What follows belongs to an exercise in optimizing a design on an open flow for small area; a production flow would make more cautious choices. Function was checked by simulation only, so behaviour that the tests miss may differ from the original. Power is estimated from default activity; no workload was simulated.

**flow/config.mk**
```make
export PLATFORM = sky130hd
export DESIGN_NAME = top
export DESIGN_NICKNAME = top
export VERILOG_FILES = /design/flow/design.v
export SDC_FILE = /design/flow/constraint.sdc
export NUM_CORES = 4
export LEC_CHECK = 0
export ABC_AREA = 1
export CAP_MARGIN = 20
export CORE_MARGIN = 2
export CORE_UTILIZATION = 40
export CTS_BUF_LIST = sky130_fd_sc_hd__clkbuf_8
export SLEW_MARGIN = 20
```
**flow/standard.sh**
```bash
#!/bin/bash
# synth_recipe.tcl (not shown) runs the flow's synth.tcl, then flattens the netlist and writes it again
# the make line also repeats each setting of config.mk as NAME=value (left out here)
make -C /OpenROAD-flow-scripts/flow DESIGN_CONFIG=/design/flow/config.mk WORK_HOME=/design/flow/orfs CLKGATE_MAP_FILE= SYNTH_SCRIPT=/design/flow/synth_recipe.tcl "${@:-finish}"
```
**flow/flow/abc_area.script**
```
strash
dc2
dch
amap
topo
```
**flow/flow/run.sh**
```bash
#!/bin/bash
# Own layout flow: the standard ORFS flow (standard.sh), with
#  - an area-oriented ABC mapping script (flow/abc_area.script) in place of
#    ORFS's, and no separate half/full-adder extraction before ABC,
#  - port buffers made of the smallest buffer,
#  - clock tree synthesis without dummy loads.
# The registers, their names and cell types are the standard synthesis's.
set -euo pipefail
W=$(pwd)
rm -rf "$W/scripts"
cp -r "$FLOW_HOME/scripts" "$W/scripts"
cp "$W/flow/abc_area.script" "$W/scripts/abc_area.script"
bash "$W/standard.sh" \
    SCRIPTS_DIR="$W/scripts" \
    ABC_AREA=1 \
    ADDER_MAP_FILE= \
    BUFFER_PORTS_ARGS="-buffer_cell sky130_fd_sc_hd__buf_1" \
    CTS_ARGS="-sink_clustering_enable -repair_clock_nets -buf_list sky130_fd_sc_hd__clkbuf_8 -dont_use_dummy_load" \
    finish > "$W/orfs_make.log" 2>&1
```
**flow/design.v**
```verilog
module Clockslow(
    input clk,
    input rst,
    output tick
    );
    reg [15:0] num;
    assign tick = (num == 16'h348B);
    wire fb = num[15] ^ num[11] ^ num[2] ^ num[0] ^ tick;
    always @(posedge clk or posedge rst)
        if (rst) num <= 16'h6916;
        else     num <= {num[14:0], fb};
endmodule
module debouncer(
    input btn,
    input clk,
    input rst,
    input en,
    output wire btnsig
    );
    reg q0, q1, q2;
    always @(posedge clk or posedge rst)
        if (rst) begin
            q0 <= 1'b0; q1 <= 1'b0; q2 <= 1'b0;
        end else if (en) begin
            q0 <= btn; q1 <= q0; q2 <= q1;
        end
    assign btnsig = q2;
endmodule
module vga_controller(
    input clk_100MHz,
    input reset,
    output video_on,
    output hsync,
    output vsync,
    output [9:0] x,
    output [7:0] yq,
    output [1:0] yr,
    output running
    );
    function le8(input [7:0] a, input [7:0] b);
        integer i;
        reg r;
        begin
            r = 1'b1;
            for (i = 0; i < 8; i = i + 1) r = a[i] ? (b[i] & r) : (b[i] | r);
            le8 = r;
        end
    endfunction
    reg [9:0] h;
    reg [7:0] q;
    reg [1:0] r;
    reg run;    
    wire hend = h[9] & h[8] & h[4] & h[3] & h[2] & h[1] & h[0];
    wire r2 = r[1];
    wire vclr = hend & r2 & q[7] & q[5] & q[3] & q[2] & q[1];
    reg [9:0] hinc;
    reg [7:0] qinc;
    integer i;
    reg c;
    always @(*) begin
        c = run;
        for (i = 0; i < 10; i = i + 1) begin hinc[i] = h[i] ^ c; c = c & h[i]; end
        c = hend & r2;
        for (i = 0; i < 8; i = i + 1) begin qinc[i] = q[i] ^ c; c = c & q[i]; end
    end
    always @(posedge clk_100MHz or posedge reset)
        if (reset) begin
            h <= 0; q <= 0; r <= 0; run <= 1'b0;
        end else begin
            run <= 1'b1;
            h <= {hinc[9] & ~hend, hinc[8] & ~hend, hinc[7:6], hinc[5] & ~hend, hinc[4:0]};
            q <= vclr ? 8'd0 : qinc;
            if (hend) r <= {r[0], ~r[1] & ~r[0]};
        end
    wire h0 = (h == 10'd0);
    wire hs_rng = le8(8'd145, h[7:0]) & le8(h[7:0], 8'd240);
    assign hsync = h[9] & ~h[8] & hs_rng;
    assign vsync = (q == 8'd171) & (h0 ? (r != 2'd0) : ~r[1]);
    assign video_on = ~(h[9] & (h[8] | h[7])) & le8(q, 8'd159);
    assign running = run;
    assign x = h;
    assign yq = q;
    assign yr = r;
endmodule
module displaycontrol(
input clk_100MHz,
input btnL,
input btnR,
input rst,
input run,           
input video_on,
input [9:0] x,
input [7:0] yq,      
input [1:0] yr,
output [11:0] rgb
);
    function le10(input [9:0] a, input [9:0] b);
        integer i;
        reg r;
        begin
            r = 1'b1;
            for (i = 0; i < 10; i = i + 1) r = a[i] ? (b[i] & r) : (b[i] | r);
            le10 = r;
        end
    endfunction
    function le8(input [7:0] a, input [7:0] b);
        integer i;
        reg r;
        begin
            r = 1'b1;
            for (i = 0; i < 8; i = i + 1) r = a[i] ? (b[i] & r) : (b[i] | r);
            le8 = r;
        end
    endfunction
    function [9:0] add10(input [9:0] a, input [9:0] b);
        integer i;
        reg c;
        begin
            c = 1'b0;
            for (i = 0; i < 10; i = i + 1) begin
                add10[i] = a[i] ^ b[i] ^ c;
                c = (a[i] & b[i]) | (c & (a[i] ^ b[i]));
            end
        end
    endfunction
    function [9:0] step10(input [9:0] q, input dn, input en);
        integer i;
        reg t;
        begin
            t = en;
            for (i = 0; i < 10; i = i + 1) begin
                step10[i] = q[i] ^ t;
                t = t & (q[i] ^ dn);
            end
        end
    endfunction
    wire x0 = (x == 10'd0);
    wire hend = (x == 10'd799);
    wire r0 = (yr == 2'd0), r2 = yr[1];
    wire vlast = (yq == 8'd174) & r2;
    wire refresh_tick = x0 && (((yq == 8'd160) & ~r0) | (yq == 8'd161) | (yq == 8'd162));
    reg [9:0] bc_x;         
    reg [9:0] pc_x;         
    reg [6:0] gk7_x;        
    reg gk_direction;
    reg [7:0] bk_x;         
    reg h_ball_x, v_ball_x;
    wire [9:0] bc = bc_x ^ 10'd705;
    wire [9:0] pc = pc_x ^ 10'd755;
    wire [6:0] gk7 = gk7_x ^ 7'd48;
    wire [7:0] bk = bk_x ^ 8'd79;
    wire h_ball = ~h_ball_x, v_ball = ~v_ball_x;
    wire b_on = le10(bc, 10'd12) & ((x[9:4] != 6'd0) | (x[3:0] >= bc[3:0]));
    wire p_on = le10(pc, 10'd100);
    wire pl_on = le10(pc, 10'd44);
    wire [4:0] gk_end = gk7[4:0] + 5'd30;
    wire g_start = (x == {3'b010, gk7});
    wire g_endm = (x[4:0] == gk_end);
    reg g_run;
    wire g_on = g_start | g_run;
    wire y_start = (yq == bk) & r2;
    wire y_endm = (yq[1:0] == bk[1:0]) & (yq[2] ^ bk[2]) & r2;
    reg y_run;
    wire y_on = y_start | y_run;
    always @(posedge clk_100MHz)
        g_run <= ~g_endm & (g_run | g_start);
    always @(posedge clk_100MHz or posedge rst)
        if (rst) y_run <= 1'b0;
        else if (hend) y_run <= ~vlast & ~y_endm & (y_run | y_start);
    wire wall_on = (le8(yq, 8'd14) | ((yq == 8'd15) & r0)) && (le10(x, 10'd259) || le10(10'd379, x));
    wire ball_on = y_on & b_on;
    wire gk_on = (((yq == 8'd13) & ~r0) | (le8(8'd14, yq) & le8(yq, 8'd22)) | ((yq == 8'd23) & ~r2)) && g_on;
    wire pad_on = (((yq == 8'd133) & ~r0) | (le8(8'd134, yq) & le8(yq, 8'd136))) && p_on;
    wire c_grey  = ~ball_on & wall_on;
    wire c_blue  = ~ball_on & ~wall_on & gk_on;
    wire c_green = ~ball_on & ~wall_on & ~gk_on & ~pad_on;
    reg s1, s2, s3;
    reg ov_gk, ov_pad, ov_pl;
    always @(posedge clk_100MHz) begin
        s1 <= video_on & ~c_green;
        s2 <= video_on & ~c_grey;
        s3 <= video_on & ~c_blue;
        ov_gk <= ~x0 & (ov_gk | (b_on & g_on));
        ov_pad <= ~x0 & (ov_pad | (b_on & p_on));
        ov_pl <= ~x0 & (ov_pl | (b_on & pl_on));
    end
    wire wa = s1 & s3, wb = s1 & s2, wg = s2 & s3, w = s1 & s2 & s3;
    assign rgb = {w, wa, wb, w, wg, s3, s2, w, wb, s1, wb, s2};
    wire pad_538 = (pc == 10'd486);
    wire pad_539 = (pc == 10'd485);
    wire pad_0 = (pc == 10'd0);
    wire pad_1 = (pc == 10'd1023);
    reg [9:0] p_step;
    always @(*) begin
        if (btnR) p_step = pad_538 ? 10'd0 : pad_539 ? 10'd1 : 10'h3FF;   
        else if (btnL) p_step = pad_0 ? 10'd1 : pad_1 ? 10'd2 : 10'd3;    
        else p_step = 10'd1;
    end
    wire gk_at_left = (gk7[6:2] == 5'd0);                             
    wire gk_at_right = gk7[6] & gk7[4] & gk7[3] & gk7[2] & gk7[0];    
    wire gk_dir_new = gk_direction ? ~gk_at_left : gk_at_right;
    wire bl_zero = (bc == 10'd0);
    wire bl_in = bl_zero | ~le10(bc, 10'd12);                
    wire bl_le259 = bl_zero | le10(10'd765, bc);             
    wire bl_367 = ~le10(bc, 10'd12) & le10(bc, 10'd657);     
    wire bl_627 = ~le10(bc, 10'd12) & le10(bc, 10'd397);     
    wire wall_hit = le8(bk, 8'd14) && (bl_le259 || bl_367);
    wire gk_hit = le8(bk, 8'd22) && le8(8'd9, bk) && ov_gk;        
    wire pad_hit = le8(8'd129, bk) && le8(bk, 8'd136) && ov_pad;   
    reg h_ball_new, v_ball_new;
    always @(*) begin
        h_ball_new = h_ball;
        v_ball_new = v_ball;
        if (wall_hit) v_ball_new = 1'b0;
        if (bl_zero) h_ball_new = 1'b0;
        if (bl_627) h_ball_new = 1'b1;
        if (gk_hit) v_ball_new = 1'b0;
        if (pad_hit) begin
            v_ball_new = 1'b1;
            h_ball_new = ov_pl;
        end
    end
    wire out = v_ball ? (bk == 8'd0) : (bk[7] & bk[4] & bk[3] & bk[2] & bk[1]);
    wire [9:0] gk_next = step10({3'b000, gk7}, gk_dir_new, 1'b1);
    wire [9:0] bk_next = step10({2'b00, bk}, v_ball, 1'b1);
    wire [9:0] x_step = ~run ? 10'd0 : hend ? 10'd225 : 10'd1;
    wire [9:0] bc_next = add10(bc, refresh_tick ? (h_ball ? 10'd2 : 10'd0) : x_step);
    wire [9:0] pc_next = add10(pc, refresh_tick ? p_step : x_step);
    always @(posedge clk_100MHz or posedge rst)
        if (rst) begin
            bc_x <= 10'd0;
            pc_x <= 10'd0;
            gk7_x <= 7'd0;
            gk_direction <= 1'b0;
            bk_x <= 8'd0;
            h_ball_x <= 1'b0;
            v_ball_x <= 1'b0;
        end else begin
            pc_x <= pc_next ^ 10'd755;
            bc_x <= (refresh_tick & out) ? 10'd706 ^ 10'd705 : bc_next ^ 10'd705;
            if (refresh_tick) begin
                gk_direction <= gk_dir_new;
                gk7_x <= gk_next[6:0] ^ 7'd48;
                if (out) begin
                    bk_x <= 8'd0;
                    h_ball_x <= h_ball_new;
                    v_ball_x <= 1'b1;
                end else begin
                    bk_x <= bk_next[7:0] ^ 8'd79;
                    h_ball_x <= ~h_ball_new;
                    v_ball_x <= ~v_ball_new;
                end
            end
        end
endmodule
`timescale 1ns / 1ps
module top(
input btnL,
input btnR,
input rst,
input clk,
output [11:0] rgb,
output hsync,
output vsync
    );
wire btnLsig, btnRsig;
wire [9:0] x_out;
wire [7:0] yq;
wire [1:0] yr;
wire slow_tick, vid_on, running;
Clockslow cs(.clk(clk), .rst(rst), .tick(slow_tick));
vga_controller vgacon(
    .clk_100MHz(clk), .reset(rst), .video_on(vid_on),
    .hsync(hsync), .vsync(vsync), .x(x_out), .yq(yq), .yr(yr), .running(running));
debouncer d1(.btn(btnL), .clk(clk), .rst(rst), .en(slow_tick), .btnsig(btnLsig));
debouncer d0(.btn(btnR), .clk(clk), .rst(rst), .en(slow_tick), .btnsig(btnRsig));
displaycontrol dc(
    .clk_100MHz(clk), .btnL(btnLsig), .btnR(btnRsig), .rst(rst),
    .run(running), .video_on(vid_on), .x(x_out), .yq(yq), .yr(yr), .rgb(rgb));
endmodule
```
**flow/constraint.sdc**
```tcl
create_clock -name core_clock -period 10.0 [get_ports {clk}]
set_input_delay 2.0000 -clock core_clock [delete_from_list [all_inputs] [get_ports {clk}]]
set_output_delay 2.0000 -clock core_clock [all_outputs]
set_load 0.01 [all_outputs]
```
==> results of run 1 <==
## stage by stage
stage                     utilization  setup WS, ns  std cells  power [W]
final                           0.433          5.62        719   0.000852
after global routing            0.433          4.96        719   0.000921
after CTS                       0.433          5.69        719   0.000863
after detailed placement        0.422          5.73        710   0.000664
after global placement          0.421          6.08        710   0.000659
after floorplan                     -          6.32        559   0.000614
## kinds of logic after synthesis
logic type / Yosys count / share of synthesized area
AO/OA/AOI/OAI: 157 / 0.226
buffers and inverters: 98 / 0.0899
flip-flops: 89 / 0.479
other: 1 / 0.000817
AND/OR/NAND/NOR: 214 / 0.204
## state kept, by name, indices dropped and copies added (netlist names), 2 cells and up
name and count:
cs.num 16, vgacon.r 2, dc.bc_x 10, vgacon.q 8, dc.gk7_x 7, dc.pc_x 10, vgacon.h 10, dc.bk_x 8
## cells in the final DEF, fill, tap and decap left out, types with 8 or more instances in the layout
| cell type | count |
|---|---|
| sky130_fd_sc_hd__o22ai_1 | 16 |
| sky130_fd_sc_hd__o21a_1 | 8 |
| sky130_fd_sc_hd__o21ai_0 | 35 |
| sky130_fd_sc_hd__buf_1 | 17 |
| sky130_fd_sc_hd__o22a_1 | 8 |
| sky130_fd_sc_hd__nand4_1 | 8 |
| sky130_fd_sc_hd__nand2_1 | 53 |
| sky130_fd_sc_hd__dfrtp_1 | 75 |
| sky130_fd_sc_hd__clkbuf_8 | 9 |
| sky130_fd_sc_hd__clkinv_1 | 85 |
| sky130_fd_sc_hd__nor2_1 | 92 |
| sky130_fd_sc_hd__nor4_1 | 10 |
| sky130_fd_sc_hd__a211oi_1 | 11 |
| sky130_fd_sc_hd__a21oi_1 | 29 |
| sky130_fd_sc_hd__nor3_1 | 33 |
| sky130_fd_sc_hd__a22oi_1 | 15 |
## Yosys cell counts, types with 7 or more instances
cell,n,area (sq um)
sky130_fd_sc_hd__o22ai_1,16,100
sky130_fd_sc_hd__buf_4,12,90.1
sky130_fd_sc_hd__o22a_1,8,70.1
sky130_fd_sc_hd__clkinv_1,86,323
sky130_fd_sc_hd__nor4_1,11,68.8
sky130_fd_sc_hd__nand4_1,8,50.1
sky130_fd_sc_hd__nor3_1,33,165
sky130_fd_sc_hd__dfxtp_1,7,140
sky130_fd_sc_hd__a22oi_1,15,113
sky130_fd_sc_hd__nor2_1,92,345
sky130_fd_sc_hd__o21ai_0,35,175
sky130_fd_sc_hd__dfstp_2,7,184
sky130_fd_sc_hd__nand2_1,53,199
sky130_fd_sc_hd__dfrtp_1,75,1880
sky130_fd_sc_hd__a21oi_1,29,145
sky130_fd_sc_hd__a211oi_1,11,82.6
sky130_fd_sc_hd__o21a_1,8,60.1
## layer usage
metal  up-vias  wire length, um  track usage
met3        10              441       0.0487
met2        69             4760        0.286
met1      1859             4990        0.246
met5         -                0            0
met4         0              120       0.0453
li1       2018                -            -
## power breakdown
part	internal, W	leakage [nW]	switching [W]
Combinational	0.0000723	0.734	0.000127
Clock	0.0000807	0.0647	0.000113
Sequential	0.000407	1.12	0.0000528
Total	0.000560	1.92	0.000293
## worst max-delay path by stage
stage | end | slack [ns] | cells after the start
6_report | dc.pc_x[9] | 5.62 | 26
5_1_grt | dc.pc_x[9] | 4.96 | 26
4_1_cts | dc.pc_x[9] | 5.69 | 26
3_5_place_dp | dc.pc_x[9] | 5.73 | 26
3_3_place_gp | dc.pc_x[9] | 6.08 | 26
2_1_floorplan | dc.pc_x[9] | 6.32 | 25
## final cells by class
cell class	instances	area (sq um)	area share
flip-flops and latches	89	2200	0.449
multi-input cells	372	1980	0.405
inverters	86	324	0.0661
well taps	143	179	0.0365
clock buffers	9	124	0.0253
repair buffers	20	90.1	0.0184
==> results.py, run 1 <==
metrics = {
    "status": {
        "outcome": "complete, no violations",
    },
    "cts": {
        "cts_tree": "built",
        "post_cts.resized_instances": 0,
        "postCtsSetupBuffers": 0,
        "cts_buffer_depth": 2,
        "clock_sink_total": 89,
        "cts-hold-fix-buffers": 0,
        "clk_pin_slew_worst_paths_ns": 0.09,
        "htree_levels": 3,
        "clk-insertion-delay-late_ns": 0.37,
        "cts_made_buffers": 9,
        "cts-root-buf": "sky130_fd_sc_hd__clkbuf_8",
    },
    "hold_path": {
        "min-delay-path-class": "reg2reg",
        "min_to": "cs.num[14]",
        "min_path_cells": 0,
        "hold_path_startpoint": "cs.num[13]",
    },
    "logic_synthesis": {
        "synth_cell_type_count": 42,
        "ys_dominant_reg_cell": "sky130_fd_sc_hd__dfrtp_1",
        "postSynthNetCount": 563,
        "postSynth.asyncResetShare": 0.921,
        "yosysWarningCount": 4,
        "synth-seq-area-share": 0.479,
        "synthesis.instances": 559,
        "synth_register_bits": 89,
        "synth-edff-count": 0,
        "post_synth.cell_area_avg_sq_um": 8.21,
        "syn-cell-area_sq_um": 4590,
    },
    "route": {
        "routed_wl_mm": 10.3,
        "ant_nets": 0,
        "drt_drc_violations_left": 0,
        "vias_per_cell": 5.50,
        "detailedRoute.firstIterationViolations": 355,
        "firstDrtPassIters": 4,
        "detailroute.via_count": 3956,
        "drt-wirelength-per-cell_um": 14.3,
    },
    "timing": {
        "slew_of_the_pin_with_the_lowest_slew_margin_ns": 0.860,
        "max_slew_margin": 0.412,
        "min_period_over_period": 0.438,
        "min_period_ns": 4.38,
        "timing.clock.skew_ns": 0.0280,
        "final_hold_viol_count": 0,
        "timing.fmax_ghz": 0.228,
        "setup_violations": 0,
        "slew_violations": 0,
        "finalHoldWorstSlack_ns": 0.361,
        "grt_setup_unrepaired": "false",
        "fin_tns_setup_ns": 0,
    },
    "finish": {
        "nFillCells": 1154,
        "finalNetCount": 582,
        "insertedDiodeCount": 0,
        "layout.cell_area.non_filler_sq_um": 4900,
        "area_growth_syn_to_layout_pct": 6.76,
        "proportion_of_layout_cells_with_a_drive_suffix_above_1": 0.0365,
    },
    "die": {
        "row_count": 39,
        "total_die_area_sq_um": 12400,
        "chipWidth_um": 111,
        "ios": 18,
        "start_util": 0.406,
        "die_h_um": 111,
        "core_sq_um": 11300,
    },
    "power_and_ir_drop": {
        "power_per_cell_area_nw_per_um2": 174,
        "vdd_drop_max_mv": 0.0873,
        "leakagePower_nw": 1.92,
    },
    "grt": {
        "antenna_violations_before_repair": 0,
        "globalRouteOverflowTotal": 0,
        "gr-usage-all-layers": 0.180,
        "first_global_vias": 3811,
        "wire_length_of_the_first_global_routing_pass_mm": 18.3,
        "grt_start_max_net_pins": 83,
    },
    "placement": {
        "dp.final_hpwl_mm": 7.62,
        "placement.cell_area_sq_um": 4770,
        "routabilityCongestion": 0.883,
        "count_of_buffers_inserted_at_the_top_level_ports": 17,
    },
    "setup_path": {
        "critPathSlowestCell": "sky130_fd_sc_hd__dfrtp_1",
        "cp_common_cell": "sky130_fd_sc_hd__nand2_1",
        "critical_path.max_stage_delay_ns": 0.44,
        "critical_path_class": "reg2reg",
        "regToRegStartpoint": "vgacon.h[6]",
        "critical_path_peak_fanout": 14,
        "startpoint_type": "register",
        "setup.worst_path.end_class": "register",
        "critPathArrivalTime_ns": 4.66,
        "regToRegSetupSlack_ns": 5.62,
        "critical_path_buffer_and_inverter_count": 4,
        "critPathLaunch": "vgacon.h[6]",
        "worst-r2r-cell-count": 26,
        "timing.critical_path.required_ns": 10.28,
        "r2r-end": "dc.pc_x[9]",
        "critical_path.top_delay_family": "simple AND/OR/NAND/NOR gates",
    },
    "run": {
        "max-cap-violations": 0,
    },
}
==> inputs of run 2 (changes only) <==
--- a/flow/design.v
+++ b/flow/design.v
@@ -35,7 +35,8 @@
     output [9:0] x,
     output [7:0] yq,
     output [1:0] yr,
-    output running
+    output running,
+    output yvis
     );
     function le8(input [7:0] a, input [7:0] b);
         integer i;
@@ -76,7 +77,8 @@
     wire hs_rng = le8(8'd145, h[7:0]) & le8(h[7:0], 8'd240);
     assign hsync = h[9] & ~h[8] & hs_rng;
     assign vsync = (q == 8'd171) & (h0 ? (r != 2'd0) : ~r[1]);
-    assign video_on = ~(h[9] & (h[8] | h[7])) & le8(q, 8'd159);
+    assign yvis = le8(q, 8'd159);
+    assign video_on = ~(h[9] & (h[8] | h[7])) & yvis;
     assign running = run;
     assign x = h;
     assign yq = q;
@@ -88,6 +90,7 @@
 input btnR,
 input rst,
 input run,           
+input yvis,          
 input video_on,
 input [9:0] x,
 input [7:0] yq,      
@@ -141,32 +144,20 @@
     wire refresh_tick = x0 && (((yq == 8'd160) & ~r0) | (yq == 8'd161) | (yq == 8'd162));
     reg [9:0] bc_x;         
     reg [9:0] pc_x;         
-    reg [6:0] gk7_x;        
+    reg [8:0] gc_x;         
     reg gk_direction;
-    reg [7:0] bk_x;         
+    reg [7:0] yc_x;         
     reg h_ball_x, v_ball_x;
     wire [9:0] bc = bc_x ^ 10'd705;
     wire [9:0] pc = pc_x ^ 10'd755;
-    wire [6:0] gk7 = gk7_x ^ 7'd48;
-    wire [7:0] bk = bk_x ^ 8'd79;
+    wire [8:0] gc = gc_x ^ 9'd208;
+    wire [7:0] yc = yc_x ^ 8'd177;
     wire h_ball = ~h_ball_x, v_ball = ~v_ball_x;
     wire b_on = le10(bc, 10'd12) & ((x[9:4] != 6'd0) | (x[3:0] >= bc[3:0]));
     wire p_on = le10(pc, 10'd100);
     wire pl_on = le10(pc, 10'd44);
-    wire [4:0] gk_end = gk7[4:0] + 5'd30;
-    wire g_start = (x == {3'b010, gk7});
-    wire g_endm = (x[4:0] == gk_end);
-    reg g_run;
-    wire g_on = g_start | g_run;
-    wire y_start = (yq == bk) & r2;
-    wire y_endm = (yq[1:0] == bk[1:0]) & (yq[2] ^ bk[2]) & r2;
-    reg y_run;
-    wire y_on = y_start | y_run;
-    always @(posedge clk_100MHz)
-        g_run <= ~g_endm & (g_run | g_start);
-    always @(posedge clk_100MHz or posedge rst)
-        if (rst) y_run <= 1'b0;
-        else if (hend) y_run <= ~vlast & ~y_endm & (y_run | y_start);
+    wire g_on = le10({1'b0, gc}, 10'd30);
+    wire y_on = ((yc == 8'd0) & r2) | ((yc != 8'd0) & le8(yc, 8'd4));
     wire wall_on = (le8(yq, 8'd14) | ((yq == 8'd15) & r0)) && (le10(x, 10'd259) || le10(10'd379, x));
     wire ball_on = y_on & b_on;
     wire gk_on = (((yq == 8'd13) & ~r0) | (le8(8'd14, yq) & le8(yq, 8'd22)) | ((yq == 8'd23) & ~r2)) && g_on;
@@ -196,17 +187,17 @@
         else if (btnL) p_step = pad_0 ? 10'd1 : pad_1 ? 10'd2 : 10'd3;    
         else p_step = 10'd1;
     end
-    wire gk_at_left = (gk7[6:2] == 5'd0);                             
-    wire gk_at_right = gk7[6] & gk7[4] & gk7[3] & gk7[2] & gk7[0];    
+    wire gk_at_left = (gc == 9'd253);                                 
+    wire gk_at_right = (gc == 9'd163);                                
     wire gk_dir_new = gk_direction ? ~gk_at_left : gk_at_right;
     wire bl_zero = (bc == 10'd0);
     wire bl_in = bl_zero | ~le10(bc, 10'd12);                
     wire bl_le259 = bl_zero | le10(10'd765, bc);             
     wire bl_367 = ~le10(bc, 10'd12) & le10(bc, 10'd657);     
     wire bl_627 = ~le10(bc, 10'd12) & le10(bc, 10'd397);     
-    wire wall_hit = le8(bk, 8'd14) && (bl_le259 || bl_367);
-    wire gk_hit = le8(bk, 8'd22) && le8(8'd9, bk) && ov_gk;        
-    wire pad_hit = le8(8'd129, bk) && le8(bk, 8'd136) && ov_pad;   
+    wire wall_hit = le8(8'd146, yc) && (bl_le259 || bl_367);        
+    wire gk_hit = le8(8'd138, yc) && le8(yc, 8'd151) && ov_gk;     
+    wire pad_hit = le8(8'd24, yc) && le8(yc, 8'd31) && ov_pad;     
     reg h_ball_new, v_ball_new;
     always @(*) begin
         h_ball_new = h_ball;
@@ -220,33 +211,34 @@
             h_ball_new = ov_pl;
         end
     end
-    wire out = v_ball ? (bk == 8'd0) : (bk[7] & bk[4] & bk[3] & bk[2] & bk[1]);
-    wire [9:0] gk_next = step10({3'b000, gk7}, gk_dir_new, 1'b1);
-    wire [9:0] bk_next = step10({2'b00, bk}, v_ball, 1'b1);
-    wire [9:0] x_step = ~run ? 10'd0 : hend ? 10'd225 : 10'd1;
+    wire out = v_ball ? (yc == 8'd160) : (yc == 8'd2);
+    wire [9:0] x_step = hend ? 10'd256 : (run & ~(x[9] & x[8])) ? 10'd1 : 10'd0;
+    wire [7:0] y_step = refresh_tick ? (v_ball ? 8'd1 : 8'd255) :
+                        (hend & r2) ? (vlast ? 8'd96 : yvis ? 8'd1 : 8'd0) : 8'd0;
+    wire [9:0] yc_next = add10({2'b00, yc}, {2'b00, y_step});
     wire [9:0] bc_next = add10(bc, refresh_tick ? (h_ball ? 10'd2 : 10'd0) : x_step);
     wire [9:0] pc_next = add10(pc, refresh_tick ? p_step : x_step);
+    wire [9:0] gc_next = add10({1'b0, gc}, refresh_tick ? (gk_dir_new ? 10'd2 : 10'd0) : x_step);
     always @(posedge clk_100MHz or posedge rst)
         if (rst) begin
             bc_x <= 10'd0;
             pc_x <= 10'd0;
-            gk7_x <= 7'd0;
+            gc_x <= 9'd0;
             gk_direction <= 1'b0;
-            bk_x <= 8'd0;
+            yc_x <= 8'd0;
             h_ball_x <= 1'b0;
             v_ball_x <= 1'b0;
         end else begin
             pc_x <= pc_next ^ 10'd755;
+            gc_x <= gc_next[8:0] ^ 9'd208;
             bc_x <= (refresh_tick & out) ? 10'd706 ^ 10'd705 : bc_next ^ 10'd705;
+            yc_x <= (refresh_tick & out) ? 8'd81 ^ 8'd177 : yc_next[7:0] ^ 8'd177;
             if (refresh_tick) begin
                 gk_direction <= gk_dir_new;
-                gk7_x <= gk_next[6:0] ^ 7'd48;
                 if (out) begin
-                    bk_x <= 8'd0;
                     h_ball_x <= h_ball_new;
                     v_ball_x <= 1'b1;
                 end else begin
-                    bk_x <= bk_next[7:0] ^ 8'd79;
                     h_ball_x <= ~h_ball_new;
                     v_ball_x <= ~v_ball_new;
                 end
@@ -267,14 +259,14 @@
 wire [9:0] x_out;
 wire [7:0] yq;
 wire [1:0] yr;
-wire slow_tick, vid_on, running;
+wire slow_tick, vid_on, running, yvis;
 Clockslow cs(.clk(clk), .rst(rst), .tick(slow_tick));
 vga_controller vgacon(
     .clk_100MHz(clk), .reset(rst), .video_on(vid_on),
-    .hsync(hsync), .vsync(vsync), .x(x_out), .yq(yq), .yr(yr), .running(running));
+    .hsync(hsync), .vsync(vsync), .x(x_out), .yq(yq), .yr(yr), .running(running), .yvis(yvis));
 debouncer d1(.btn(btnL), .clk(clk), .rst(rst), .en(slow_tick), .btnsig(btnLsig));
 debouncer d0(.btn(btnR), .clk(clk), .rst(rst), .en(slow_tick), .btnsig(btnRsig));
 displaycontrol dc(
     .clk_100MHz(clk), .btnL(btnLsig), .btnR(btnRsig), .rst(rst),
-    .run(running), .video_on(vid_on), .x(x_out), .yq(yq), .yr(yr), .rgb(rgb));
-endmodule
+    .run(running), .yvis(yvis), .video_on(vid_on), .x(x_out), .yq(yq), .yr(yr), .rgb(rgb));
+endmodule
==> run 2 against run 1 <==
Still clean. Final cell count is 4.3% lower. Non-clock buffer count stayed put. Design area is 3.1% lower. Core utilization is 0.50 points higher. Maximum frequency is 0.79% lower. Via count is 6.7% lower.
==> results.py, run 2 <==
metrics = {
    "status": {
        "outcome": "complete, no violations",
    },
    "grt": {
        "grt_start_max_net_pins": 84,
        "antenna_violations_before_repair": 0,
        "gr-usage-all-layers": 0.167,
        "met3_usage": 0.0400,
        "wire_length_of_the_first_global_routing_pass_mm": 15.6,
        "globalRouteOverflowTotal": 0,
        "grt.met1_usage": 0.216,
        "use_met2": 0.269,
        "most_used_routing_layer_in_global_routing": "met2",
        "first_global_vias": 3445,
    },
    "cts": {
        "clk_pin_slew_worst_paths_ns": 0.08,
        "clock_sink_total": 89,
        "clk-insertion-delay-late_ns": 0.36,
        "cts_made_buffers": 9,
        "cts-hold-fix-buffers": 0,
        "postCtsSetupBuffers": 0,
        "post_cts.resized_instances": 0,
        "cts-root-buf": "sky130_fd_sc_hd__clkbuf_8",
        "htree_levels": 3,
        "cts_tree": "built",
        "cts_buffer_depth": 2,
    },
    "run": {
        "max-cap-violations": 0,
    },
    "finish": {
        "multi_input_area_sq_um": 1860,
        "layout.cells.most_common": "sky130_fd_sc_hd__nor2_1",
        "regArea_sq_um": 2210,
        "finalNetCount": 554,
        "insertedDiodeCount": 0,
        "final_core_util": 0.438,
        "layout_common_cells": "98 x sky130_fd_sc_hd__nor2_1, 77 x sky130_fd_sc_hd__clkinv_1, 76 x sky130_fd_sc_hd__dfrtp_1",
        "nFillCells": 1066,
        "area_growth_syn_to_layout_pct": 7.17,
        "proportion_of_layout_cells_with_a_drive_suffix_above_1": 0.0420,
        "largest_register": "cs.num",
        "largest_register_ff_count": 16,
    },
    "timing": {
        "min_period_ns": 4.42,
        "timing.fmax_ghz": 0.226,
        "min_period_over_period": 0.442,
        "slew_of_the_pin_with_the_lowest_slew_margin_ns": 0.814,
        "timing.clock.skew_ns": 0.0145,
        "final_hold_viol_count": 0,
        "slew_violations": 0,
        "max_slew_margin": 0.450,
        "setup_violations": 0,
        "grt_setup_unrepaired": "false",
        "fin_tns_setup_ns": 0,
    },
    "die": {
        "chipWidth_um": 109,
        "ios": 18,
        "row_count": 38,
        "total_die_area_sq_um": 11900,
        "die_h_um": 109,
        "core_sq_um": 10800,
        "start_util": 0.409,
    },
    "logic_synthesis": {
        "synth-seq-area-share": 0.498,
        "yosysWarningCount": 4,
        "synth.top_cells.by_count": "98 x sky130_fd_sc_hd__nor2_1, 78 x sky130_fd_sc_hd__clkinv_1, 76 x sky130_fd_sc_hd__dfrtp_1",
        "postSynthNetCount": 535,
        "synth_register_bits": 89,
        "synth-edff-count": 0,
        "library_cell_with_the_highest_instance_count_after_synthesis": "sky130_fd_sc_hd__nor2_1",
        "syn-cell-area_sq_um": 4430,
        "postSynth.asyncResetShare": 0.933,
        "ys_dominant_reg_cell": "sky130_fd_sc_hd__dfrtp_1",
        "synth_top_cell_area_share": 0.429,
        "post_synth.cell_area_avg_sq_um": 8.34,
        "synth_cell_type_count": 44,
        "synth_area_leader_cell": "sky130_fd_sc_hd__dfrtp_1",
        "synth.area.top_cells": "sky130_fd_sc_hd__dfrtp_1 43%, sky130_fd_sc_hd__nor2_1 8.3%, sky130_fd_sc_hd__clkinv_1 6.6%",
        "synthesis.instances": 531,
    },
    "placement": {
        "routabilityCongestion": 0.920,
        "count_of_buffers_inserted_at_the_top_level_ports": 17,
        "dp.final_hpwl_mm": 6.58,
    },
    "route": {
        "detailedRoute.firstIterationViolations": 214,
        "routed_wl_mm": 8.94,
        "drt-wirelength-per-cell_um": 13.0,
        "drt_drc_violations_left": 0,
        "detailroute.via_count": 3692,
        "vias_per_cell": 5.37,
        "firstDrtPassIters": 4,
        "ant_nets": 0,
    },
    "setup_path": {
        "critical_path_peak_fanout": 9,
        "cp_common_cell": "sky130_fd_sc_hd__nor2_1",
        "critical_path_class": "reg2reg",
        "critPathLaunch": "vgacon.h[5]",
        "critical_path.top_delay_family": "simple AND/OR/NAND/NOR gates",
        "timing.critical_path.required_ns": 10.22,
        "crit_path_cell_trace": "nor3_1 > nand2_1 > nor3_1 > nand2_1 > nor3_2 > clkinv_1 > nor2_1 > clkinv_1 > nor2_1 > a21oi_1 > a21o_1 > a21o_1 > a21oi_1 > nor2_1 > nor2_1 > nor2_1 > nor2_1 > o22ai_1 > nand2_1 > o211ai_1",
        "critical_path.max_stage_delay_ns": 0.56,
        "regToRegStartpoint": "vgacon.h[5]",
        "startpoint_type": "register",
        "critPathArrivalTime_ns": 4.64,
        "critPathSlowestCell": "sky130_fd_sc_hd__nor3_2",
        "critical_path_buffer_and_inverter_count": 2,
        "setup.worst_path.end_class": "register",
    },
    "hold_path": {
        "min-delay-path-class": "reg2reg",
        "hold_path_startpoint": "cs.num[13]",
    },
    "power_and_ir_drop": {
        "power_per_cell_area_nw_per_um2": 186,
        "vdd_drop_max_mv": 0.120,
        "leakagePower_nw": 1.92,
    },
}
[run 2: final cells by class]
cell class                      count  share of cell area
Sequential cell                    89               0.465
Multi-Input combinational cell    352               0.392
Inverter                           78              0.0619
Tap cell                          140              0.0369
Clock buffer                        9              0.0261
Timing Repair Buffer               20              0.0190
[run 2: path summary, 6_finish.rpt]
path | slack (ns) | depth (start not counted) | end
max in group asynchronous | 7.65 | 3 | vgacon.r[0]
worst max register to register | 5.58 | 20 | dc.yc_x[7]
min in group asynchronous | 1.83 | 3 | vgacon.h[4]
worst min-delay path | 0.37 | 0 | cs.num[14]
worst min register to register | 0.37 | 0 | cs.num[14]
worst max-delay path | 5.58 | 20 | dc.yc_x[7]
[run 2: per-stage QoR]
stage               total power [W]  hold slack [ns]  worst slack (ns)  cell area, sq um  instances
floorplan                  0.000646            0.347              6.25              4430        531
global placement           0.000692            0.357              5.42              4610        679
detailed placement         0.000697            0.358              5.11              4610        679
CTS                        0.000892            0.370              5.09              4730        688
global route               0.000949            0.375              5.01              4750        688
finish                     0.000882            0.369              5.58              4750        688
[run 2: logic make-up after synthesis]
| family | Yosys count | synth area share |
|---|---|---|
| compound gates | 133 | 0.196 |
| xor+xnor | 1 | 0.00198 |
| buf+inv | 90 | 0.0864 |
| flops | 89 | 0.498 |
| other cells | 1 | 0.000846 |
| simple gates | 217 | 0.217 |
[run 2: per-layer routing]
metal,up-vias,wire length [um]
met2,68,3990
met4,0,197
met3,15,278
met5,-,0
li1,1890,-
met1,1719,4470
[run 2: where the power goes]
| part | internal (W) | leakage [nW] | switching (W) |
|---|---|---|---|
| clock | 0.0000807 | 0.0647 | 0.000110 |
| sequential | 0.000422 | 1.11 | 0.0000629 |
| combinational | 0.0000772 | 0.748 | 0.000129 |
==> inputs of run 3 (changes only) <==
--- a/flow/design.v
+++ b/flow/design.v
@@ -177,9 +177,10 @@
     end
     wire wa = s1 & s3, wb = s1 & s2, wg = s2 & s3, w = s1 & s2 & s3;
     assign rgb = {w, wa, wb, w, wg, s3, s2, w, wb, s1, wb, s2};
-    wire pad_538 = (pc == 10'd486);
-    wire pad_539 = (pc == 10'd485);
-    wire pad_0 = (pc == 10'd0);
+    wire pad_53x = (pc[9:3] == 7'b0111100);             
+    wire pad_538 = pad_53x & ~pc[0];                    
+    wire pad_539 = pad_53x & ~pc[1];                    
+    wire pad_0 = ~pc[9] & ~pc[8];                       
     wire pad_1 = (pc == 10'd1023);
     reg [9:0] p_step;
     always @(*) begin
@@ -187,8 +188,8 @@
         else if (btnL) p_step = pad_0 ? 10'd1 : pad_1 ? 10'd2 : 10'd3;    
         else p_step = 10'd1;
     end
-    wire gk_at_left = (gc == 9'd253);                                 
-    wire gk_at_right = (gc == 9'd163);                                
+    wire gk_at_left = (gc[7:2] == 6'b111111) & gc[0];                 
+    wire gk_at_right = (gc[7:2] == 6'b101000);                        
     wire gk_dir_new = gk_direction ? ~gk_at_left : gk_at_right;
     wire bl_zero = (bc == 10'd0);
     wire bl_in = bl_zero | ~le10(bc, 10'd12);                
==> run 3 against run 2 <==
Worst hold slack lost 0.014 ns. Power decreased by 1.7%. Sequential power is 0.8% lower. Core utilization decreased by 0.46 points. Synthesized cell count fell by 2.6%. Global-route usage decreased by 0.062 points. Flip-flop and latch count stayed put. Critical path type unchanged. Critical endpoint is now dc.pc_x[9].
==> results.py, run 3 <==
metrics = {
    "status": {
        "outcome": "complete, no violations",
    },
    "finish": {
        "largest_register": "cs.num",
        "largest_register_ff_count": 16,
        "layout.cell_area.non_filler_sq_um": 4660,
        "layout_common_cells": "91 x sky130_fd_sc_hd__nor2_1, 76 x sky130_fd_sc_hd__dfrtp_1, 71 x sky130_fd_sc_hd__clkinv_1",
        "multi_input_area_sq_um": 1800,
        "nFillCells": 1102,
        "finalNetCount": 539,
        "area_growth_syn_to_layout_pct": 6.71,
        "proportion_of_layout_cells_with_a_drive_suffix_above_1": 0.0356,
        "layout.cells.most_common": "sky130_fd_sc_hd__nor2_1",
        "regArea_sq_um": 2210,
        "insertedDiodeCount": 0,
    },
    "setup_path": {
        "critPathArrivalTime_ns": 4.64,
        "startpoint_type": "register",
        "critical_path.max_stage_delay_ns": 0.42,
        "regToRegStartpoint": "vgacon.h[6]",
        "critical_path.top_delay_family": "simple AND/OR/NAND/NOR gates",
        "critical_path_buffer_and_inverter_count": 3,
        "critical_path_class": "reg2reg",
        "setup.worst_path.end_class": "register",
        "critical_path_peak_fanout": 16,
        "timing.critical_path.required_ns": 10.25,
        "regToRegSetupSlack_ns": 5.60,
        "critPathSlowestCell": "sky130_fd_sc_hd__dfrtp_1",
        "cp_common_cell": "sky130_fd_sc_hd__nand2_1",
        "worst-r2r-cell-count": 25,
        "r2r-end": "dc.pc_x[9]",
    },
    "hold_path": {
        "min_path_cells": 0,
        "min_to": "cs.num[14]",
        "hold_path_startpoint": "cs.num[13]",
        "min-delay-path-class": "reg2reg",
    },
    "route": {
        "drt_drc_violations_left": 0,
        "drt-wirelength-per-cell_um": 12.9,
        "detailroute.via_count": 3518,
        "ant_nets": 0,
        "detailedRoute.firstIterationViolations": 183,
        "routed_wl_mm": 8.66,
        "vias_per_cell": 5.23,
        "firstDrtPassIters": 8,
    },
    "timing": {
        "fin_tns_setup_ns": 0,
        "min_period_over_period": 0.440,
        "max_slew_margin": 0.318,
        "finalHoldWorstSlack_ns": 0.355,
        "final_hold_viol_count": 0,
        "slew_of_the_pin_with_the_lowest_slew_margin_ns": 1.01,
        "timing.clock.skew_ns": 0.0221,
        "worst_slack_ns": 5.60,
        "min_period_ns": 4.40,
        "setup_violations": 0,
        "grt_setup_unrepaired": "false",
        "timing.fmax_ghz": 0.227,
        "slew_violations": 0,
    },
    "grt": {
        "globalRouteOverflowTotal": 0,
        "wire_length_of_the_first_global_routing_pass_mm": 15.3,
        "grt_start_max_net_pins": 84,
        "antenna_violations_before_repair": 0,
        "first_global_vias": 3311,
        "gr-usage-all-layers": 0.166,
    },
    "logic_synthesis": {
        "library_cell_with_the_highest_instance_count_after_synthesis": "sky130_fd_sc_hd__nor2_1",
        "synthesis.instances": 517,
        "synth_area_leader_cell": "sky130_fd_sc_hd__dfrtp_1",
        "postSynth.asyncResetShare": 0.933,
        "synth_top_cell_area_share": 0.436,
        "yosysWarningCount": 4,
        "synth_cell_type_count": 45,
        "postSynthNetCount": 521,
        "ys_dominant_reg_cell": "sky130_fd_sc_hd__dfrtp_1",
        "syn-cell-area_sq_um": 4360,
        "synth-seq-area-share": 0.505,
        "synth.area.top_cells": "sky130_fd_sc_hd__dfrtp_1 44%, sky130_fd_sc_hd__nor2_1 7.8%, sky130_fd_sc_hd__clkinv_1 6.2%",
        "synth.top_cells.by_count": "91 x sky130_fd_sc_hd__nor2_1, 76 x sky130_fd_sc_hd__dfrtp_1, 72 x sky130_fd_sc_hd__clkinv_1",
        "synth_register_bits": 89,
        "post_synth.cell_area_avg_sq_um": 8.44,
        "synth-edff-count": 0,
    },
    "placement": {
        "dp.final_hpwl_mm": 6.41,
        "routabilityCongestion": 0.872,
        "count_of_buffers_inserted_at_the_top_level_ports": 17,
        "placement.cell_area_sq_um": 4530,
        "detailedPlace.worstSlack_ns": 5.61,
    },
    "cts": {
        "cts_made_buffers": 9,
        "htree_levels": 3,
        "cts_tree": "built",
        "postCtsSetupBuffers": 0,
        "cts-hold-fix-buffers": 0,
        "post_cts.resized_instances": 0,
        "clk-insertion-delay-late_ns": 0.36,
        "cts-root-buf": "sky130_fd_sc_hd__clkbuf_8",
        "cts_buffer_depth": 2,
        "clock_sink_total": 89,
        "clk_pin_slew_worst_paths_ns": 0.08,
    },
    "die": {
        "die_h_um": 108,
        "row_count": 38,
        "chipWidth_um": 108,
        "ios": 18,
        "start_util": 0.406,
        "core_sq_um": 10700,
        "total_die_area_sq_um": 11800,
    },
    "power_and_ir_drop": {
        "finalPower_w": 0.000867,
        "power_per_cell_area_nw_per_um2": 186,
        "vdd_drop_max_mv": 0.134,
        "leakagePower_nw": 1.87,
    },
    "run": {
        "max-cap-violations": 0,
    },
}
-- run 3: cells by family (layout without fill, tap and decap cells) --
logic type             count (synthesis)  count (layout)  synth area share
AO/OA/AOI/OAI                        139             139             0.202
flip-flops                            89              89             0.505
other                                  1               1          0.000859
buffers and inverters                 84             100            0.0826
AND/OR/NAND/NOR                      203             203             0.207
XOR/XNOR                               1               1           0.00201
-- run 3: final cells by class --
type | count | share of cell area
multi-input cells | 344 | 0.386
well taps | 140 | 0.0376
inverters | 72 | 0.0583
repair buffers | 19 | 0.0177
flip-flops and latches | 89 | 0.474
clock buffers | 9 | 0.0266
-- run 3: worst max-delay path by stage --
| stage | from | end | slack, ns | cells past startpoint |
|---|---|---|---|---|
| 2_1_floorplan | vgacon.h[6] | dc.pc_x[9] | 6.20 | 24 |
| 3_3_place_gp | vgacon.h[6] | dc.pc_x[9] | 5.91 | 25 |
| 3_5_place_dp | vgacon.h[6] | dc.pc_x[9] | 5.61 | 25 |
| 4_1_cts | vgacon.h[6] | dc.pc_x[9] | 5.58 | 25 |
| 5_1_grt | vgacon.h[6] | dc.pc_x[9] | 4.85 | 25 |
| 6_report | vgacon.h[6] | dc.pc_x[9] | 5.60 | 25 |
-- run 3: worst reg2reg max path, delay by kind of cell, from the launching register on --
family | cells | cell delay (ns)
AO/OA/AOI/OAI | 10 | 1.28
buffers and inverters | 3 | 0.74
AND/OR/NAND/NOR | 12 | 1.84
flip-flops | 1 | 0.42
-- run 3: per-layer routing --
metal | track usage | part of all wire
met1 | 0.224 | 0.49
met2 | 0.256 | 0.45
met3 | 0.0464 | 0.044
met4 | 0.0595 | 0.016
met5 | 0 | 0
-- run 3: metrics by stage --
step	std cells	util
final	673	0.433
after global routing	673	0.433
after CTS	673	0.433
after detailed placement	664	0.422
after global placement	664	0.422
after floorplan	517	-
-- run 3: power by group --
group	switching (W)	total (W)	internal [W]
Clock	0.000109	0.000189	0.0000806
Combinational	0.000122	0.000197	0.0000744
Sequential	0.0000579	0.000481	0.000423
==> inputs of run 4 (changes only) <==
--- a/flow/design.v
+++ b/flow/design.v
@@ -35,7 +35,6 @@
     output [9:0] x,
     output [7:0] yq,
     output [1:0] yr,
-    output running,
     output yvis
     );
     function le8(input [7:0] a, input [7:0] b);
@@ -50,8 +49,8 @@
     reg [9:0] h;
     reg [7:0] q;
     reg [1:0] r;
-    reg run;    
-    wire hend = h[9] & h[8] & h[4] & h[3] & h[2] & h[1] & h[0];
+    wire hend = h[9] & h[8] & ~h[7] & h[4] & h[3] & h[2] & h[1] & h[0];
+    wire hrst = h[9] & h[8] & h[7];    
     wire r2 = r[1];
     wire vclr = hend & r2 & q[7] & q[5] & q[3] & q[2] & q[1];
     reg [9:0] hinc;
@@ -59,16 +58,15 @@
     integer i;
     reg c;
     always @(*) begin
-        c = run;
+        c = 1'b1;
         for (i = 0; i < 10; i = i + 1) begin hinc[i] = h[i] ^ c; c = c & h[i]; end
         c = hend & r2;
         for (i = 0; i < 8; i = i + 1) begin qinc[i] = q[i] ^ c; c = c & q[i]; end
     end
     always @(posedge clk_100MHz or posedge reset)
         if (reset) begin
-            h <= 0; q <= 0; r <= 0; run <= 1'b0;
+            h <= 10'h3FF; q <= 0; r <= 0;
         end else begin
-            run <= 1'b1;
             h <= {hinc[9] & ~hend, hinc[8] & ~hend, hinc[7:6], hinc[5] & ~hend, hinc[4:0]};
             q <= vclr ? 8'd0 : qinc;
             if (hend) r <= {r[0], ~r[1] & ~r[0]};
@@ -78,8 +76,7 @@
     assign hsync = h[9] & ~h[8] & hs_rng;
     assign vsync = (q == 8'd171) & (h0 ? (r != 2'd0) : ~r[1]);
     assign yvis = le8(q, 8'd159);
-    assign video_on = ~(h[9] & (h[8] | h[7])) & yvis;
-    assign running = run;
+    assign video_on = (~(h[9] & (h[8] | h[7])) | hrst) & yvis;
     assign x = h;
     assign yq = q;
     assign yr = r;
@@ -89,7 +86,6 @@
 input btnL,
 input btnR,
 input rst,
-input run,           
 input yvis,          
 input video_on,
 input [9:0] x,
@@ -213,7 +209,7 @@
         end
     end
     wire out = v_ball ? (yc == 8'd160) : (yc == 8'd2);
-    wire [9:0] x_step = hend ? 10'd256 : (run & ~(x[9] & x[8])) ? 10'd1 : 10'd0;
+    wire [9:0] x_step = hend ? 10'd256 : ~(x[9] & x[8]) ? 10'd1 : 10'd0;
     wire [7:0] y_step = refresh_tick ? (v_ball ? 8'd1 : 8'd255) :
                         (hend & r2) ? (vlast ? 8'd96 : yvis ? 8'd1 : 8'd0) : 8'd0;
     wire [9:0] yc_next = add10({2'b00, yc}, {2'b00, y_step});
@@ -260,14 +256,14 @@
 wire [9:0] x_out;
 wire [7:0] yq;
 wire [1:0] yr;
-wire slow_tick, vid_on, running, yvis;
+wire slow_tick, vid_on, yvis;
 Clockslow cs(.clk(clk), .rst(rst), .tick(slow_tick));
 vga_controller vgacon(
     .clk_100MHz(clk), .reset(rst), .video_on(vid_on),
-    .hsync(hsync), .vsync(vsync), .x(x_out), .yq(yq), .yr(yr), .running(running), .yvis(yvis));
+    .hsync(hsync), .vsync(vsync), .x(x_out), .yq(yq), .yr(yr), .yvis(yvis));
 debouncer d1(.btn(btnL), .clk(clk), .rst(rst), .en(slow_tick), .btnsig(btnLsig));
 debouncer d0(.btn(btnR), .clk(clk), .rst(rst), .en(slow_tick), .btnsig(btnRsig));
 displaycontrol dc(
     .clk_100MHz(clk), .btnL(btnLsig), .btnR(btnRsig), .rst(rst),
-    .run(running), .yvis(yvis), .video_on(vid_on), .x(x_out), .yq(yq), .yr(yr), .rgb(rgb));
-endmodule
+    .yvis(yvis), .video_on(vid_on), .x(x_out), .yq(yq), .yr(yr), .rgb(rgb));
+endmodule
==> run 4 against run 3 <==
Global-route usage rose by 0.36 points. Wire length rose by 2.9%. Design area fell by 0.43%. Critical endpoint unchanged. Die area fell by 0.44%. Still clean.
==> results.py, run 4 <==
metrics = {
    "power_and_ir_drop": {
        "switchingPower_w": 0.000118,
        "power.switching_fraction": 0.213,
        "clkPwrFrac": 0.346,
        "power.internal_w": 0.000437,
        "vdd_drop_max_mv": 0.0614,
        "power_per_cell_area_nw_per_um2": 120,
        "power.share.sequential": 0.641,
        "relative_contribution_of_combinational_cells_to_total_power": 0.013,
        "leakagePower_nw": 1.81,
    },
    "logic_synthesis": {
        "synth_top_cell_area_share": 0.374,
        "synth-seq-area-share": 0.505,
        "synth_area_leader_cell": "sky130_fd_sc_hd__dfrtp_1",
        "post_synth_fa_ha_maj_area_fraction": 0,
        "main_combinational_cell_family_by_area_after_synthesis": "compound AO/OA/AOI/OAI gates",
        "synthesis.instances": 512,
        "yosysWarningCount": 4,
        "syn-cell-area_sq_um": 4340,
        "postSynth.asyncResetShare": 0.932,
        "synth.mux.area_fraction": 0,
        "synth_register_bits": 88,
        "synth_cell_type_count": 46,
        "ys_dominant_reg_cell": "sky130_fd_sc_hd__dfrtp_1",
        "synth.top_cells.by_count": "88 x sky130_fd_sc_hd__nor2_1, 74 x sky130_fd_sc_hd__clkinv_1, 65 x sky130_fd_sc_hd__dfrtp_1",
        "library_cell_with_the_highest_instance_count_after_synthesis": "sky130_fd_sc_hd__nor2_1",
        "synth_simple_gate_area_share": 0.196,
        "post_synth.cell_area_avg_sq_um": 8.48,
        "synth.area.top_cells": "sky130_fd_sc_hd__dfrtp_1 37%, sky130_fd_sc_hd__dfstp_2 10%, sky130_fd_sc_hd__nor2_1 7.6%",
        "postSynthNetCount": 516,
        "share_of_the_synthesized_netlist_area_taken_by_xor_and_xnor_gates": 0.00202,
        "synth-edff-count": 0,
        "synth_compound_area_frac": 0.212,
    },
    "cts": {
        "cts_buffer_depth": 2,
        "post_cts.resized_instances": 0,
        "cts-root-buf": "sky130_fd_sc_hd__clkbuf_8",
        "cts_made_buffers": 9,
        "cts_tree": "built",
        "clk-insertion-delay-late_ns": 0.36,
        "postCtsSetupBuffers": 0,
        "clk_pin_slew_worst_paths_ns": 0.10,
        "cts-hold-fix-buffers": 0,
        "htree_levels": 3,
        "clock_sink_total": 88,
    },
    "grt": {
        "globalRouteOverflowTotal": 0,
        "gr-usage-all-layers": 0.170,
        "grt_start_max_net_pins": 83,
        "wire_length_of_the_first_global_routing_pass_mm": 15.6,
        "first_global_vias": 3429,
        "antenna_violations_before_repair": 0,
    },
    "timing": {
        "timing.clock.skew_ns": 0.0279,
        "final_hold_viol_count": 0,
        "setup_violations": 0,
        "max_slew_margin": 0.440,
        "fin_tns_setup_ns": 0,
        "grt_setup_unrepaired": "false",
        "min_period_over_period": 0.451,
        "slew_of_the_pin_with_the_lowest_slew_margin_ns": 0.829,
        "timing.fmax_ghz": 0.222,
        "slew_violations": 0,
        "min_period_ns": 4.51,
    },
    "die": {
        "ios": 18,
        "start_util": 0.406,
        "chipWidth_um": 108,
        "die_h_um": 108,
        "row_count": 38,
        "total_die_area_sq_um": 11700,
        "core_sq_um": 10700,
    },
    "setup_path": {
        "critical_path_peak_fanout": 16,
        "startpoint_type": "register",
        "critical_path_class": "reg2reg",
        "setup.worst_path.end_class": "register",
        "worst-r2r-cell-count": 24,
        "timing.critical_path.required_ns": 10.24,
        "critPathArrivalTime_ns": 4.75,
    },
    "status": {
        "outcome": "complete, no violations",
    },
    "route": {
        "detailroute.via_count": 3496,
        "drt_drc_violations_left": 0,
        "firstDrtPassIters": 4,
        "drt-wirelength-per-cell_um": 13.3,
        "detailedRoute.firstIterationViolations": 203,
        "routed_wl_mm": 8.91,
        "vias_per_cell": 5.23,
        "ant_nets": 0,
    },
    "hold_path": {
        "min-delay-path-class": "reg2reg",
        "min_path_cells": 0,
    },
    "placement": {
        "dp.final_hpwl_mm": 6.62,
        "routabilityCongestion": 0.852,
        "count_of_buffers_inserted_at_the_top_level_ports": 17,
    },
    "finish": {
        "final_core_util": 0.433,
        "area_growth_syn_to_layout_pct": 6.74,
        "finalNetCount": 534,
        "layout_common_cells": "88 x sky130_fd_sc_hd__nor2_1, 73 x sky130_fd_sc_hd__clkinv_1, 65 x sky130_fd_sc_hd__dfrtp_1",
        "largest_register": "cs.num",
        "proportion_of_layout_cells_with_a_drive_suffix_above_1": 0.0549,
        "layout.cells.most_common": "sky130_fd_sc_hd__nor2_1",
        "insertedDiodeCount": 0,
        "largest_register_ff_count": 16,
    },
    "run": {
        "max-cap-violations": 0,
    },
}
[run 4: changes by cell type in the layout (fill, tap and decap cells not counted), sizes merged, moves of 3 or more]
cell and change:
dfrtp -11, dfstp +10, a211oi +4, a21oi +4
a31oi -4, or3 -4, nand2 -3, nand3 -3
nor2 -3
[run 4: cell type report]
cell class | count | area (sq um)
multi-input combinational | 338 | 1780
tap | 140 | 175
sequential | 88 | 2190
timing repair buffer | 19 | 82.6
fill | 1056 | 6060
inverter | 74 | 279
clock buffer | 9 | 124
[run 4: per-layer routing]
metal  global-route usage  routed length, um
met3               0.0332                391
met2                0.271               3970
met5                    0                  0
met1                0.232               4430
met4               0.0568                123
[run 4: through the flow]
step / cells / hold slack [ns] / total power [W] / setup slack (ns) / instance area, sq um
after floorplan: 512 / 0.347 / 0.000367 / 6.56 / 4340
after global placement: 659 / 0.356 / 0.000370 / 5.66 / 4510
after detailed placement: 659 / 0.359 / 0.000370 / 5.52 / 4510
after CTS: 668 / 0.375 / 0.000564 / 5.52 / 4630
after global routing: 668 / 0.374 / 0.000580 / 4.87 / 4640
final: 668 / 0.373 / 0.000555 / 5.49 / 4640
[run 4: worst paths after layout]
path                                to  slack [ns]         from
min                          cs.num[2]        0.37    cs.num[1]
min in group asynchronous    cs.num[9]        1.80          rst
min reg2reg                  cs.num[2]        0.37    cs.num[1]
max                         dc.pc_x[9]        5.49  vgacon.h[7]
max in group asynchronous  vgacon.r[0]        7.66          rst
max reg2reg                 dc.pc_x[9]        5.49  vgacon.h[7]
[run 4: logic make-up (layout without fill, tap and decap cells)]
group | after synthesis | after routing
simple gates | 192 | 192
buf+inv | 86 | 102
flops | 88 | 88
xor+xnor | 1 | 1
compound gates | 145 | 145
[run 4: critical path, stage by stage (launching register included)]
cell and delay [ns]:
sky130_fd_sc_hd__dfstp_2 0.38, sky130_fd_sc_hd__clkinv_1 0.09, sky130_fd_sc_hd__nand4_1 0.12, sky130_fd_sc_hd__nor3_1 0.31, sky130_fd_sc_hd__nand2_1 0.13, sky130_fd_sc_hd__clkinv_1 0.13, sky130_fd_sc_hd__o211ai_1 0.34, sky130_fd_sc_hd__nor2_1 0.50
sky130_fd_sc_hd__clkinv_1 0.45, sky130_fd_sc_hd__a22oi_1 0.33, sky130_fd_sc_hd__nand2_1 0.10, sky130_fd_sc_hd__o21ai_0 0.12, sky130_fd_sc_hd__nand2_1 0.13, sky130_fd_sc_hd__o21ai_0 0.13, sky130_fd_sc_hd__nand2_1 0.09, sky130_fd_sc_hd__o21ai_0 0.10
sky130_fd_sc_hd__nand2_1 0.09, sky130_fd_sc_hd__o21ai_0 0.11, sky130_fd_sc_hd__nand2_1 0.10, sky130_fd_sc_hd__o21ai_0 0.11, sky130_fd_sc_hd__nand2_1 0.10, sky130_fd_sc_hd__o21ai_0 0.12, sky130_fd_sc_hd__nand2_1 0.11, sky130_fd_sc_hd__o21ai_0 0.10
sky130_fd_sc_hd__o21ai_0 0.12
[run 4: power groups by stage]
| stage | Clock, W | Combinational [W] | Sequential [W] |
|---|---|---|---|
| global placement | 0 | 0.00000756 | 0.000362 |
| CTS | 0.000201 | 0.00000775 | 0.000356 |
| finish | 0.000192 | 0.00000716 | 0.000356 |
| global route | 0.000216 | 0.00000875 | 0.000356 |
| detailed placement | 0 | 0.00000780 | 0.000362 |
| floorplan | 0 | 0.00000483 | 0.000362 |

-- port drivers added, routing unchanged --
The results above use ideal ports. As a check the final layouts listed here were re-extracted and re-timed, cells and wires unchanged.
Step 1 (the two cells are an assumption about what drives the block):
set clk [get_ports {clk}]
set_driving_cell -lib_cell sky130_fd_sc_hd__clkbuf_16 $clk
set_driving_cell -lib_cell sky130_fd_sc_hd__buf_2 [delete_from_list [all_inputs] $clk]
Step 2, shift: input delay + t, output delay - t, t = (earliest + latest rising clock arrival at the registers) / 2. This alone moves slack from input paths to output paths.
Three values: ideal ports, drivers, drivers and shift; two values: the first two.
run	t (ns)	slack for setup (ns)	worst setup path at the end
run 1	0.390	5.616 / 5.616 / 5.616	register to register
run 2	0.383	5.581 / 5.581 / 5.581	register to register
run 3	0.384	5.603 / 5.603 / 5.603	register to register
run 4	0.382	5.485 / 5.485 / 5.485	register to register
After both steps every run listed still meets setup and hold.
